This design comes from an exercise in tuning for small area and a short achievable clock period on the open sky130 flow, not from production work.
Function was checked by simulation only, so behaviour that the tests miss may differ from the original.
Power and IR drop assume default switching activity.

==> inputs of 10-19 <==
==> flow/design.v <==
`timescale 1ns / 1ps
module DualPortRAM #(
   parameter      DATA_W   = 16,
   parameter      ADDR_W   = 6,
   parameter      MEM_SIZE = 64
)(
   input  wire    clk,
   input  wire    i_wr_en,
   input  wire    i_rd_en,
   input  wire[ADDR_W-1:0] i_wr_addr,
   input  wire[ADDR_W-1:0] i_rd_addr,
   input  wire[DATA_W-1:0] i_data,
   input  wire[DATA_W-1:0] i_byp_data,
   output wire[DATA_W-1:0] o_data
);
localparam NGRP = MEM_SIZE / 3;
localparam NLEFT = MEM_SIZE - 3*NGRP;
wire [DATA_W*MEM_SIZE-1:0] memory;
wire [MEM_SIZE-1:0]        rd_sel;
wire [DATA_W*(NGRP+1)-1:0] grp_n;
genvar k, b;
generate
   for (k = 0; k < MEM_SIZE; k = k + 1) begin : g_word
      wire we = i_wr_en && (i_wr_addr == k);
      MemWord #(.DATA_W(DATA_W)) u_word (
         .clk(clk),
         .i_we(we),
         .i_keep(!we),
         .i_data(i_data),
         .o_data(memory[k*DATA_W +: DATA_W])
      );
      assign rd_sel[k] = i_rd_en && (i_rd_addr == k);
   end
   for (k = 0; k < NGRP; k = k + 1) begin : g_rd
      RdSel3 #(.DATA_W(DATA_W)) u_sel (
         .i_sel0(rd_sel[3*k]),
         .i_sel1(rd_sel[3*k+1]),
         .i_sel2(rd_sel[3*k+2]),
         .i_data0(memory[(3*k)*DATA_W +: DATA_W]),
         .i_data1(memory[(3*k+1)*DATA_W +: DATA_W]),
         .i_data2(memory[(3*k+2)*DATA_W +: DATA_W]),
         .o_data_n(grp_n[k*DATA_W +: DATA_W])
      );
   end
   if (NLEFT == 1) begin : g_last
      RdSel2 #(.DATA_W(DATA_W)) u_sel (
         .i_sel0(rd_sel[MEM_SIZE-1]),
         .i_sel1(!i_rd_en),
         .i_data0(memory[(MEM_SIZE-1)*DATA_W +: DATA_W]),
         .i_data1(i_byp_data),
         .o_data_n(grp_n[NGRP*DATA_W +: DATA_W])
      );
   end
   else begin : g_last
      RdSel3 #(.DATA_W(DATA_W)) u_sel (
         .i_sel0(rd_sel[MEM_SIZE-2]),
         .i_sel1(rd_sel[MEM_SIZE-1]),
         .i_sel2(!i_rd_en),
         .i_data0(memory[(MEM_SIZE-2)*DATA_W +: DATA_W]),
         .i_data1(memory[(MEM_SIZE-1)*DATA_W +: DATA_W]),
         .i_data2(i_byp_data),
         .o_data_n(grp_n[NGRP*DATA_W +: DATA_W])
      );
   end
   for (b = 0; b < DATA_W; b = b + 1) begin : g_or
      wire [NGRP:0] terms;
      for (k = 0; k <= NGRP; k = k + 1) begin : g_t
         assign terms[k] = grp_n[k*DATA_W + b];
      end
      assign o_data[b] = !(&terms);
   end
endgenerate
endmodule
module MemWord #(
   parameter      DATA_W   = 16
)(
   input  wire    clk,
   input  wire    i_we,
   input  wire    i_keep,
   input  wire[DATA_W-1:0] i_data,
   output reg [DATA_W-1:0] o_data
);
always @(posedge clk) begin
   o_data <= (i_data & {DATA_W{i_we}}) | (o_data & {DATA_W{i_keep}});
end
endmodule
module RdSel3 #(
   parameter      DATA_W   = 16
)(
   input  wire    i_sel0,
   input  wire    i_sel1,
   input  wire    i_sel2,
   input  wire[DATA_W-1:0] i_data0,
   input  wire[DATA_W-1:0] i_data1,
   input  wire[DATA_W-1:0] i_data2,
   output wire[DATA_W-1:0] o_data_n
);
assign o_data_n = ~((i_data0 & {DATA_W{i_sel0}}) |
                    (i_data1 & {DATA_W{i_sel1}}) |
                    (i_data2 & {DATA_W{i_sel2}}));
endmodule
module RdSel2 #(
   parameter      DATA_W   = 16
)(
   input  wire    i_sel0,
   input  wire    i_sel1,
   input  wire[DATA_W-1:0] i_data0,
   input  wire[DATA_W-1:0] i_data1,
   output wire[DATA_W-1:0] o_data_n
);
assign o_data_n = ~((i_data0 & {DATA_W{i_sel0}}) |
                    (i_data1 & {DATA_W{i_sel1}}));
endmodule
`timescale 1ns / 1ps
module FIFO_DPRAM #(
   parameter      DATA_W      = 16,
   parameter      FIFO_DEPTH  = 64
)(
   input  wire    clk,
   input  wire    rst,
   input  wire    i_wr_en,
   input  wire    i_rd_en,
   output wire    o_empty,
   output wire    o_full,
   input  wire[DATA_W-1:0] i_data,
   output wire[DATA_W-1:0] o_data
);
localparam ADDR_W = $clog2(FIFO_DEPTH);
reg[ADDR_W-1:0] wr_ptr;
reg[ADDR_W-1:0] rd_ptr;
reg empty;
reg full;
reg[DATA_W-1:0] data_out;
wire[DATA_W-1:0] ram_data;
wire wr_acc;
wire rd_acc;
wire inc;
wire dec;
wire one;
wire almost_full;
wire empty_nxt;
wire full_nxt;
assign o_data  = data_out;
assign wr_acc  = i_wr_en && !full;
assign rd_acc  = i_rd_en && (!empty || i_wr_en);
assign inc     = wr_acc && !rd_acc;
assign dec     = rd_acc && !wr_acc;
assign one         = (wr_ptr == rd_ptr + 1'b1);
assign almost_full = (rd_ptr == wr_ptr + 1'b1);
assign empty_nxt   = inc ? 1'b0 : dec ? one : empty;
assign full_nxt    = dec ? 1'b0 : inc ? almost_full : full;
always @(posedge clk or negedge rst) begin
   if (!rst) begin
      wr_ptr            <= {ADDR_W{1'b0}};
      rd_ptr            <= {ADDR_W{1'b0}};
      full              <= 1'b0;
      empty             <= 1'b1;
   end
   else begin
      if (wr_acc)
         wr_ptr         <= wr_ptr + 1'b1;
      if (rd_acc)
         rd_ptr         <= rd_ptr + 1'b1;
      empty             <= empty_nxt;
      full              <= full_nxt;
   end
end
FlagReg FlagReg (
   .clk(clk),
   .rst(rst),
   .i_empty(empty_nxt),
   .i_full(full_nxt),
   .o_empty(o_empty),
   .o_full(o_full)
);
always @(posedge clk) begin
   data_out <= ram_data;
end
DualPortRAM #(
   .DATA_W(DATA_W),
   .ADDR_W(ADDR_W),
   .MEM_SIZE(FIFO_DEPTH))
DualPortRAM (
   .clk(clk),
   .i_wr_en(!full),
   .i_rd_en(!empty),
   .i_wr_addr(wr_ptr),
   .i_rd_addr(rd_ptr),
   .i_data(i_data),
   .i_byp_data(i_data),
   .o_data(ram_data)
);
endmodule
module FlagReg (
   input  wire    clk,
   input  wire    rst,
   input  wire    i_empty,
   input  wire    i_full,
   output reg     o_empty,
   output reg     o_full
);
always @(posedge clk or negedge rst) begin
   if (!rst) begin
      o_empty           <= 1'b1;
      o_full            <= 1'b0;
   end
   else begin
      o_empty           <= i_empty;
      o_full            <= i_full;
   end
end
endmodule
==> flow/run.sh <==
#!/bin/bash
# synth_recipe.tcl (not shown) runs the flow's synth.tcl, then flattens the netlist and writes it again
# the make line also repeats each setting of config.mk as NAME=value (left out here)
make -C /OpenROAD-flow-scripts/flow DESIGN_CONFIG=/design/flow/config.mk WORK_HOME=/design/flow/orfs CLKGATE_MAP_FILE= SYNTH_SCRIPT=/design/flow/synth_recipe.tcl finish
==> flow/config.mk <==
export PLATFORM = sky130hd
export DESIGN_NAME = FIFO_DPRAM
export DESIGN_NICKNAME = FIFO_DPRAM
export VERILOG_FILES = /design/flow/design.v
export SDC_FILE = /design/flow/constraint.sdc
export NUM_CORES = 4
export LEC_CHECK = 0
export CAP_MARGIN = 20
export CORE_MARGIN = 2
export CORE_UTILIZATION = 35
export CTS_CLUSTER_SIZE = 30
export SLEW_MARGIN = 20
export SYNTH_HIERARCHICAL = 1
export SYNTH_MINIMUM_KEEP_SIZE = 0
==> flow/constraint.sdc <==
create_clock -name core_clock -period 8.0 [get_ports {clk}]
set_input_delay 1.6000 -clock core_clock [delete_from_list [all_inputs] [get_ports {clk}]]
set_output_delay 1.6000 -clock core_clock [all_outputs]
set_load 0.01 [all_outputs]
==> 12-07 (differences from 10-19) <==
--- a/flow/design.v
+++ b/flow/design.v
@@ -1,18 +1,21 @@
 `timescale 1ns / 1ps
 module DualPortRAM #(
    parameter      DATA_W   = 16,
-   parameter      ADDR_W   = 6,
-   parameter      MEM_SIZE = 64
+   parameter      LO_N     = 8,
+   parameter      HI_N     = 8
 )(
    input  wire    clk,
    input  wire    i_wr_en,
    input  wire    i_rd_en,
-   input  wire[ADDR_W-1:0] i_wr_addr,
-   input  wire[ADDR_W-1:0] i_rd_addr,
+   input  wire[LO_N-1:0] i_wr_lo,
+   input  wire[HI_N-1:0] i_wr_hi,
+   input  wire[LO_N-1:0] i_rd_lo,
+   input  wire[HI_N-1:0] i_rd_hi,
    input  wire[DATA_W-1:0] i_data,
    input  wire[DATA_W-1:0] i_byp_data,
    output wire[DATA_W-1:0] o_data
 );
+localparam MEM_SIZE = LO_N * HI_N;
 localparam NGRP = MEM_SIZE / 3;
 localparam NLEFT = MEM_SIZE - 3*NGRP;
 wire [DATA_W*MEM_SIZE-1:0] memory;
@@ -21,7 +24,7 @@
 genvar k, b;
 generate
    for (k = 0; k < MEM_SIZE; k = k + 1) begin : g_word
-      wire we = i_wr_en && (i_wr_addr == k);
+      wire we = i_wr_en && i_wr_hi[k / LO_N] && i_wr_lo[k % LO_N];
       MemWord #(.DATA_W(DATA_W)) u_word (
          .clk(clk),
          .i_we(we),
@@ -29,7 +32,7 @@
          .i_data(i_data),
          .o_data(memory[k*DATA_W +: DATA_W])
       );
-      assign rd_sel[k] = i_rd_en && (i_rd_addr == k);
+      assign rd_sel[k] = i_rd_en && i_rd_hi[k / LO_N] && i_rd_lo[k % LO_N];
    end
    for (k = 0; k < NGRP; k = k + 1) begin : g_rd
       RdSel3 #(.DATA_W(DATA_W)) u_sel (
@@ -125,10 +128,13 @@
    input  wire[DATA_W-1:0] i_data,
    output wire[DATA_W-1:0] o_data
 );
-localparam ADDR_W = $clog2(FIFO_DEPTH);
-reg[ADDR_W-1:0] wr_ptr;
-reg[ADDR_W-1:0] rd_ptr;
-reg empty;
+localparam LO_N = 8;
+localparam HI_N = FIFO_DEPTH / LO_N;
+reg [LO_N-1:0] wr_lo;
+reg [HI_N-1:0] wr_hi;
+reg [LO_N-1:0] rd_lo;
+reg [HI_N-1:0] rd_hi;
+reg not_empty;
 reg full;
 reg[DATA_W-1:0] data_out;
 wire[DATA_W-1:0] ram_data;
@@ -138,37 +144,50 @@
 wire dec;
 wire one;
 wire almost_full;
-wire empty_nxt;
+wire not_empty_nxt;
 wire full_nxt;
-assign o_data  = data_out;
 assign wr_acc  = i_wr_en && !full;
-assign rd_acc  = i_rd_en && (!empty || i_wr_en);
+assign rd_acc  = i_rd_en && (not_empty || i_wr_en);
 assign inc     = wr_acc && !rd_acc;
 assign dec     = rd_acc && !wr_acc;
-assign one         = (wr_ptr == rd_ptr + 1'b1);
-assign almost_full = (rd_ptr == wr_ptr + 1'b1);
-assign empty_nxt   = inc ? 1'b0 : dec ? one : empty;
-assign full_nxt    = dec ? 1'b0 : inc ? almost_full : full;
+function [LO_N-1:0] rot_lo(input [LO_N-1:0] v);
+   rot_lo = {v[LO_N-2:0], v[LO_N-1]};
+endfunction
+function [HI_N-1:0] rot_hi(input [HI_N-1:0] v);
+   rot_hi = {v[HI_N-2:0], v[HI_N-1]};
+endfunction
+assign one         = (|(wr_lo & rot_lo(rd_lo))) &&
+                     (rd_lo[LO_N-1] ? |(wr_hi & rot_hi(rd_hi)) : |(wr_hi & rd_hi));
+assign almost_full = (|(rd_lo & rot_lo(wr_lo))) &&
+                     (wr_lo[LO_N-1] ? |(rd_hi & rot_hi(wr_hi)) : |(rd_hi & wr_hi));
+assign not_empty_nxt = inc ? 1'b1 : dec ? !one : not_empty;
+assign full_nxt      = dec ? 1'b0 : inc ? almost_full : full;
 always @(posedge clk or negedge rst) begin
    if (!rst) begin
-      wr_ptr            <= {ADDR_W{1'b0}};
-      rd_ptr            <= {ADDR_W{1'b0}};
+      wr_lo             <= {{(LO_N-1){1'b0}}, 1'b1};
+      wr_hi             <= {{(HI_N-1){1'b0}}, 1'b1};
+      rd_lo             <= {{(LO_N-1){1'b0}}, 1'b1};
+      rd_hi             <= {{(HI_N-1){1'b0}}, 1'b1};
+      not_empty         <= 1'b0;
       full              <= 1'b0;
-      empty             <= 1'b1;
    end
    else begin
       if (wr_acc)
-         wr_ptr         <= wr_ptr + 1'b1;
+         wr_lo          <= rot_lo(wr_lo);
+      if (wr_acc && wr_lo[LO_N-1])
+         wr_hi          <= rot_hi(wr_hi);
       if (rd_acc)
-         rd_ptr         <= rd_ptr + 1'b1;
-      empty             <= empty_nxt;
+         rd_lo          <= rot_lo(rd_lo);
+      if (rd_acc && rd_lo[LO_N-1])
+         rd_hi          <= rot_hi(rd_hi);
+      not_empty         <= not_empty_nxt;
       full              <= full_nxt;
    end
 end
 FlagReg FlagReg (
    .clk(clk),
    .rst(rst),
-   .i_empty(empty_nxt),
+   .i_not_empty(not_empty_nxt),
    .i_full(full_nxt),
    .o_empty(o_empty),
    .o_full(o_full)
@@ -176,16 +195,19 @@
 always @(posedge clk) begin
    data_out <= ram_data;
 end
+assign o_data = data_out;
 DualPortRAM #(
    .DATA_W(DATA_W),
-   .ADDR_W(ADDR_W),
-   .MEM_SIZE(FIFO_DEPTH))
+   .LO_N(LO_N),
+   .HI_N(HI_N))
 DualPortRAM (
    .clk(clk),
    .i_wr_en(!full),
-   .i_rd_en(!empty),
-   .i_wr_addr(wr_ptr),
-   .i_rd_addr(rd_ptr),
+   .i_rd_en(not_empty),
+   .i_wr_lo(wr_lo),
+   .i_wr_hi(wr_hi),
+   .i_rd_lo(rd_lo),
+   .i_rd_hi(rd_hi),
    .i_data(i_data),
    .i_byp_data(i_data),
    .o_data(ram_data)
@@ -194,19 +216,23 @@
 module FlagReg (
    input  wire    clk,
    input  wire    rst,
-   input  wire    i_empty,
+   input  wire    i_not_empty,
    input  wire    i_full,
-   output reg     o_empty,
-   output reg     o_full
-);
+   output wire    o_empty,
+   output wire    o_full
+);
+reg not_empty;
+reg full;
 always @(posedge clk or negedge rst) begin
    if (!rst) begin
-      o_empty           <= 1'b1;
-      o_full            <= 1'b0;
+      not_empty         <= 1'b0;
+      full              <= 1'b0;
    end
    else begin
-      o_empty           <= i_empty;
-      o_full            <= i_full;
-   end
-end
-endmodule
+      not_empty         <= i_not_empty;
+      full              <= i_full;
+   end
+end
+assign o_empty = !not_empty;
+assign o_full  = full;
+endmodule
==> flow/flow/run.sh (new file) <==
#!/bin/bash
# Layout flow: the standard ORFS flow (standard.sh), with a tighter
# setup-repair target and a clock tree of larger sink clusters.
set -euo pipefail
bash standard.sh \
  SETUP_SLACK_MARGIN=5.3 \
  "CTS_ARGS=-sink_clustering_enable -repair_clock_nets -buf_list sky130_fd_sc_hd__clkbuf_16 -sink_clustering_size 24 -sink_clustering_max_diameter 70" \
  finish > orfs_flow.log 2>&1
==> flow/standard.sh (new file) <==
#!/bin/bash
# synth_recipe.tcl (not shown) runs the flow's synth.tcl, then flattens the netlist and writes it again
# the make line also repeats each setting of config.mk as NAME=value (left out here)
make -C /OpenROAD-flow-scripts/flow DESIGN_CONFIG=/design/flow/config.mk WORK_HOME=/design/flow/orfs CLKGATE_MAP_FILE= SYNTH_SCRIPT=/design/flow/synth_recipe.tcl "${@:-finish}"
- CORE_UTILIZATION: 35 -> 55
- CTS_CLUSTER_SIZE: 30 -> not set
removed: flow/run.sh
==> 08-23 (differences from 10-19) <==
==> flow/design.v (replaced) <==
`timescale 1ns / 1ps
module DualPortRAM #(
   parameter      DATA_W   = 16,
   parameter      ADDR_W   = 6,
   parameter      MEM_SIZE = 64
)(
   input  wire    clk,
   input  wire    i_wr_en,
   input  wire[ADDR_W-1:0] i_wr_addr,
   input  wire[ADDR_W-1:0] i_rd_addr,
   input  wire[DATA_W-1:0] i_data,
   output reg [DATA_W-1:0] o_data
);
reg [DATA_W*MEM_SIZE-1:0] memory;
genvar k;
generate
   for (k = 0; k < MEM_SIZE; k = k + 1) begin : g_word
      always @(posedge clk) begin
         if (i_wr_en && (i_wr_addr == k))
            memory[k*DATA_W +: DATA_W] <= i_data;
      end
   end
endgenerate
integer i;
always @(*) begin
   o_data = {DATA_W{1'b0}};
   for (i = 0; i < MEM_SIZE; i = i + 1)
      o_data = o_data | ({DATA_W{i_rd_addr == i}} & memory[i*DATA_W +: DATA_W]);
end
endmodule
`timescale 1ns / 1ps
module FIFO_DPRAM #(
   parameter      DATA_W      = 16,
   parameter      FIFO_DEPTH  = 64
)(
   input  wire    clk,
   input  wire    rst,
   input  wire    i_wr_en,
   input  wire    i_rd_en,
   output wire    o_empty,
   output wire    o_full,
   input  wire[DATA_W-1:0] i_data,
   output wire[DATA_W-1:0] o_data
);
localparam ADDR_W = $clog2(FIFO_DEPTH);
reg[ADDR_W-1:0] wr_ptr;
reg[ADDR_W-1:0] rd_ptr;
reg empty;
reg full;
reg[DATA_W-1:0] data_out;
wire[DATA_W-1:0] ram_data;
wire wr_acc;
wire rd_acc;
wire inc;
wire dec;
wire one;
wire almost_full;
assign o_empty = empty;
assign o_full  = full;
assign o_data  = data_out;
assign wr_acc  = i_wr_en && !full;
assign rd_acc  = i_rd_en && (!empty || i_wr_en);
assign inc     = wr_acc && !rd_acc;
assign dec     = rd_acc && !wr_acc;
assign one         = (wr_ptr == rd_ptr + 1'b1);
assign almost_full = (rd_ptr == wr_ptr + 1'b1);
always @(posedge clk or negedge rst) begin
   if (!rst) begin
      wr_ptr            <= {ADDR_W{1'b0}};
      rd_ptr            <= {ADDR_W{1'b0}};
      full              <= 1'b0;
      empty             <= 1'b1;
   end
   else begin
      if (wr_acc)
         wr_ptr         <= wr_ptr + 1'b1;
      if (rd_acc)
         rd_ptr         <= rd_ptr + 1'b1;
      if (inc)
         empty          <= 1'b0;
      else if (dec)
         empty          <= one;
      if (dec)
         full           <= 1'b0;
      else if (inc)
         full           <= almost_full;
   end
end
always @(posedge clk) begin
   data_out <= empty ? i_data : ram_data;
end
DualPortRAM #(
   .DATA_W(DATA_W),
   .ADDR_W(ADDR_W),
   .MEM_SIZE(FIFO_DEPTH))
DualPortRAM (
   .clk(clk),
   .i_wr_en(!full),
   .i_wr_addr(wr_ptr),
   .i_rd_addr(rd_ptr),
   .i_data(i_data),
   .o_data(ram_data)
);
endmodule
- CTS_CLUSTER_SIZE: 30 -> not set
- SYNTH_HIERARCHICAL: 1 -> not set
- SYNTH_MINIMUM_KEEP_SIZE: 0 -> not set
==> 07-15 (differences from 10-19) <==
- SETUP_SLACK_MARGIN: not set -> 5
==> reports/metrics.sh <==
N_MULTI_INPUT_COMBINATIONAL_CELL=1829
TOP_REGISTER='DualPortRAM.g_word.u_word.o_data'
WORST-PATH-STAGES=8
MOST-COMMON-LAYOUT-CELLS='1040 x sky130_fd_sc_hd__dfxtp_1, 1024 x sky130_fd_sc_hd__a22o_1, 336 x sky130_fd_sc_hd__a222oi_1'
STATIC-LEAKAGE-POWER_nW=16.8
FIN_WORST_HOLD_SLACK_PS=467
PLACED_AREA_MM2=0.0394
FINAL_CELLS=4761
FINAL.SIGNAL_BUFFER_COUNT=176
IRDROPWORSTVDD_mV=0.184
SYNTH_AREA_IN_SIMPLE_GATES_PCT=5.20
SYNTH.AVG_CELL_AREA_UM2=12.3
MULTIINPUTGATEAREA_MM2=0.0149
FF_LATCH_AREA_MM2=0.0212
MET1_RESOURCE_USE_GR_PCT=33.0
SYNTH_TOP_CELL_AREA_SHARE_PCT=52.3
RUN_STATUS='finished clean'
PLACER_CONGESTION=0.983
[end of results for 10-19]
==> reports/metrics.sh <==
IRDROPWORSTVDD_mV=0.252
FINAL_CELLS=4087
N_MULTI_INPUT_COMBINATIONAL_CELL=1731
TOP_REGISTER='DualPortRAM.g_word.u_word.o_data'
FIN_WORST_HOLD_SLACK_PS=477
PLACED_AREA_MM2=0.0386
FF_LATCH_AREA_MM2=0.0218
SYNTH_AREA_IN_SIMPLE_GATES_PCT=4.20
STATIC-LEAKAGE-POWER_nW=16.0
MOST-COMMON-LAYOUT-CELLS='1025 x sky130_fd_sc_hd__a22o_1, 1024 x sky130_fd_sc_hd__dfxtp_1, 337 x sky130_fd_sc_hd__a222oi_1'
RUN_STATUS='finished clean'
[end of results for 12-07]
==> reports/metrics.sh <==
FINAL_CELLS=4026
PLACED_AREA_MM2=0.0423
IRDROPWORSTVDD_mV=0.204
MET1_RESOURCE_USE_GR_PCT=36.1
RUN_STATUS='finished clean'
SYNTH.AVG_CELL_AREA_UM2=17.2
DETAIL_ROUTED_VIA_COUNT_PER_CELL=6.59
TOP_REGISTER='DualPortRAM.memory'
FIN_WORST_HOLD_SLACK_PS=603
FF_LATCH_AREA_MM2=0.0314
MOST-COMMON-LAYOUT-CELLS='1024 x sky130_fd_sc_hd__edfxtp_1, 374 x sky130_fd_sc_hd__a22oi_1, 125 x sky130_fd_sc_hd__buf_4'
STATIC-LEAKAGE-POWER_nW=14.7
WORST-PATH-STAGES=2
MULTIINPUTGATEAREA_MM2=0.00771
CTSLONGESTPATHBUFFERS=3
N_MULTI_INPUT_COMBINATIONAL_CELL=1086
SYNTH_AREA_IN_SIMPLE_GATES_PCT=6.72
CTS_BUFFERS=107
CLKLATENCYLATEPIN_PS=710
SYNTH_TOP_CELL_AREA_SHARE_PCT=78.3
FINAL.SIGNAL_BUFFER_COUNT=169
[end of results for 08-23]
==> reports/metrics.sh <==
N_MULTI_INPUT_COMBINATIONAL_CELL=1832
FINAL.SIGNAL_BUFFER_COUNT=268
SYNTH_AREA_IN_SIMPLE_GATES_PCT=5.20
STATIC-LEAKAGE-POWER_nW=17.4
SYNTH_TOP_CELL_AREA_SHARE_PCT=52.3
FF_LATCH_AREA_MM2=0.0213
MOST-COMMON-LAYOUT-CELLS='1028 x sky130_fd_sc_hd__dfxtp_1, 1024 x sky130_fd_sc_hd__a22o_1, 336 x sky130_fd_sc_hd__a222oi_1'
SYNTH.AVG_CELL_AREA_UM2=12.3
WORST-PATH-STAGES=11
IRDROPWORSTVDD_mV=0.183
PLACED_AREA_MM2=0.0394
FINAL_CELLS=4855
MULTIINPUTGATEAREA_MM2=0.0153
MET1_RESOURCE_USE_GR_PCT=33.0
RUN_STATUS='finished clean'
[end of results for 07-15]

[afterwards: timing with drivers on the ports]
The flow's constraints put no driver on any port. The routed layouts listed below were extracted and timed again, unchanged, in two steps. Step 1 (the two cells are an assumption about what drives the block):
set clk [get_ports {clk}]
set_driving_cell -lib_cell sky130_fd_sc_hd__clkbuf_16 $clk
set_driving_cell -lib_cell sky130_fd_sc_hd__buf_2 [delete_from_list [all_inputs] $clk]
Step 2 moves the port delays by t, midway between the first and last clock arrival at a register: inputs arrive t later, outputs are due t later. That takes back most of the time a late clock gives input paths. Slacks: ideal / step 1 / step 2; pairs: ideal / step 1.
run	shift t [ns]	slack for setup (ns)	worst setup path after step 2
10-19	0.762	3.759 / 3.759 / 3.759	register to register
12-07	0.726	5.016 / 5.016 / 4.614	input to register
08-23	0.762	3.721 / 3.648 / 3.739	register to register
07-15	0.769	4.790 / 4.790 / 4.468	input to register
After both steps every run listed still meets setup and hold. The setup slack of 12-07, which loses most, moves by 0.000 ns with the drivers and by -0.402 ns with both steps.
